This is an optimization exercise on Yosys and OpenROAD, whose aim is small area and a short achievable clock period, not a production implementation.
Only simulation tests tie the RTL to the original design; equivalence was not proved.
No activity file was given, so power comes from the tool's default toggle rates.

==> flow/design.v (excerpt) <==
module topmodule (
	input clk, rst,
	output [31:0] PC_out, RD1, RD2,
	output wire [31:0] Inst,
	output REGWr,
	output [3:0] ALUCnt,
	output [31:0] ALUOutW, ReadDataW,
	input [31:0] InstrF,
	output [31:0] DataAdrM, WriteDataM,
	output MemWriteM,
	input [31:0] ReadDataM);
reg [31:0] pcF;                        
reg [31:0] instD;                      
reg [31:0] rd1E, rd2E, srcbE;          
reg [3:0]  alucE, condE, waE;          
reg [1:0]  flagwE;
reg        regwE, memwE, memtoregE, pcsE, blE;
reg [31:0] aluM, wdataM;               
reg [3:0]  waM;
reg        regwM, memwM, memtoregM, pcsM, blM;
reg [31:0] aluW, rdataW;               
reg        regwW, memtoregW, pcsW;
reg [3:0]  flagr;                      
reg        nzp, cvp;                   
reg        cM, vM;                     
reg [15:0] sel1, sel2;                 
reg [14:0] valid;                      
reg [4:0]  amtD;                       
reg [1:0]  shD;                        
reg        alusrcD;                    
wire [479:0] rf;                       
assign PC_out     = pcF;
assign Inst       = instD;
assign RD1        = rd1E;
assign RD2        = rd2E;
assign ALUCnt     = alucE;
assign DataAdrM   = aluM;
assign WriteDataM = wdataM;
assign MemWriteM  = memwM;
assign ALUOutW    = aluW;
assign ReadDataW  = rdataW;
assign REGWr      = regwW;
wire [31:0] pc4     = {pcF[31:2] + 30'd1, pcF[1:0]};
wire [31:0] resultW = memtoregW ? rdataW : aluW;
wire [31:0] pcnext  = pcsW ? resultW : pc4;
wire [31:0] instF = InstrF;
wire [14:0] wevec;
wire [14:0] vnext = valid | wevec;
wire        strF  = (instF[27:26] == 2'b01) & ~instF[20];
wire [3:0]  ra1F  = instF[19:16];
wire [3:0]  ra2F  = strF ? instF[15:12] : instF[3:0];
wire        bxF   = (instF[27:4] == 24'h12FFF1);
wire        dpF   = (instF[27:26] == 2'b00) & ~bxF;
wire [4:0]  shamtF = dpF ? instF[11:7] : 5'd0;
wire [1:0]  shF    = dpF ? instF[6:5]  : 2'd0;
always @(posedge clk) begin
	pcF     <= rst ? 32'd0 : pcnext;
	instD   <= rst ? 32'd0 : instF;
	sel1    <= rst ? 16'd0 : ((16'd1 << ra1F) & {1'b1, vnext});
	sel2    <= rst ? 16'd0 : ((16'd1 << ra2F) & {1'b1, vnext});
	valid   <= rst ? 15'd0 : vnext;
	shD     <= rst ? 2'd0 : shF;
	amtD    <= rst ? 5'd0 : ((shF == 2'b00) ? (5'd0 - shamtF) : shamtF);
  ...
export LEC_CHECK = 0
export CAP_MARGIN = 25
export CORE_MARGIN = 2
export CORE_UTILIZATION = 50
export PLACE_DENSITY = 0.7
export SLEW_MARGIN = 25
create_clock -name core_clock -period 10.0 [get_ports {clk}]
standard.sh (not shown) runs the stock make flow with config.mk's settings and CLKGATE_MAP_FILE= SYNTH_SCRIPT=/design/flow/synth_recipe.tcl, a recipe that flattens the netlist after the stock synthesis.
==> flow/flow/run.sh <==
#!/bin/bash
set -euo pipefail
cd "$(dirname "$0")/.."
bash standard.sh \
  "BUFFER_PORTS_ARGS=-buffer_cell sky130_fd_sc_hd__buf_1" \
  MATCH_CELL_FOOTPRINT=0 \
  SETUP_SLACK_MARGIN=6.62 \
  "CTS_ARGS=-sink_clustering_enable -repair_clock_nets -dont_use_dummy_load -sink_clustering_size 16 -sink_clustering_max_diameter 55 -buf_list sky130_fd_sc_hd__clkbuf_8" \
  finish > flow_make.log 2>&1
Rerun with:
==> flow/flow/run.sh (replaced) <==
#!/bin/bash
set -euo pipefail
cd "$(dirname "$0")/.."
export OWN_ABC_SCRIPT="$PWD/flow/abc_map.script"
export FLOW_SYNTH_TCL="$PWD/synth_recipe.tcl"
bash standard.sh \
  "SYNTH_SCRIPT=$PWD/flow/synth.tcl" \
  "BUFFER_PORTS_ARGS=-buffer_cell sky130_fd_sc_hd__buf_1" \
  MATCH_CELL_FOOTPRINT=0 \
  SETUP_SLACK_MARGIN=6.62 \
  "CTS_ARGS=-sink_clustering_enable -repair_clock_nets -dont_use_dummy_load -sink_clustering_size 18 -sink_clustering_max_diameter 60 -buf_list sky130_fd_sc_hd__clkbuf_8" \
  finish > flow_make.log 2>&1
==> flow/flow/abc_map.script (new file) <==
&get -n
&st
&syn2
&dch
&nf
&st
&syn2
&dch
&nf
&st
&syn2
&dch
&nf
&put
==> flow/flow/synth.tcl (new file) <==
# The standard flow's synthesis (synth_recipe.tcl, which sources ORFS's synth.tcl), with
# only the ABC mapping script replaced by flow/abc_map.script.
proc abc {args} {
  set i [lsearch -exact $args -script]
  if {$i >= 0} { lset args [expr {$i + 1}] $::env(OWN_ABC_SCRIPT) }
  yosys abc {*}$args
}
source $::env(FLOW_SYNTH_TCL)
=> Routed wire length falls by 7.3%. Power falls by 3.5%. Worst hold slack is worse by 0.046 ns. Sequential power stays flat. Utilization rises by 2.9 points. Synthesized cell count falls by 14%. First-iteration DRC count rises by 5.4%. Area after synthesis falls by 7.8%.

==> re-timing with driven ports <==
In the flow no input, the clock included, has a driving cell. The finished layouts below were timed again as built, in two steps.
Step 1, drivers: a clkbuf_16 drives clk and a buf_2 each remaining input, both assumed.
Step 2 moves the port delays by t, midway between the first and last clock arrival at a register: inputs arrive t later, outputs are due t later. That takes back most of the time a late clock gives input paths.
a / b / c = no drivers / after step 1 / after step 2; a / b = the first two.
| run | t, ns | slack for setup (ns) | clock arrival spread, ns | worst register clock-pin slew, ns |
|---|---|---|---|---|
| the first run | 0.742 | 6.606 / 6.545 / 5.948 | 0.109 / 0.108 | 0.10 / 0.10 |
| the second run | 0.751 | 4.061 / 4.061 / 4.061 | 0.142 / 0.142 | 0.12 / 0.12 |
After both steps every run listed still meets setup and hold. For the first run, which loses most, drivers alone change the setup slack by -0.061 ns; drivers and shift together by -0.658 ns.
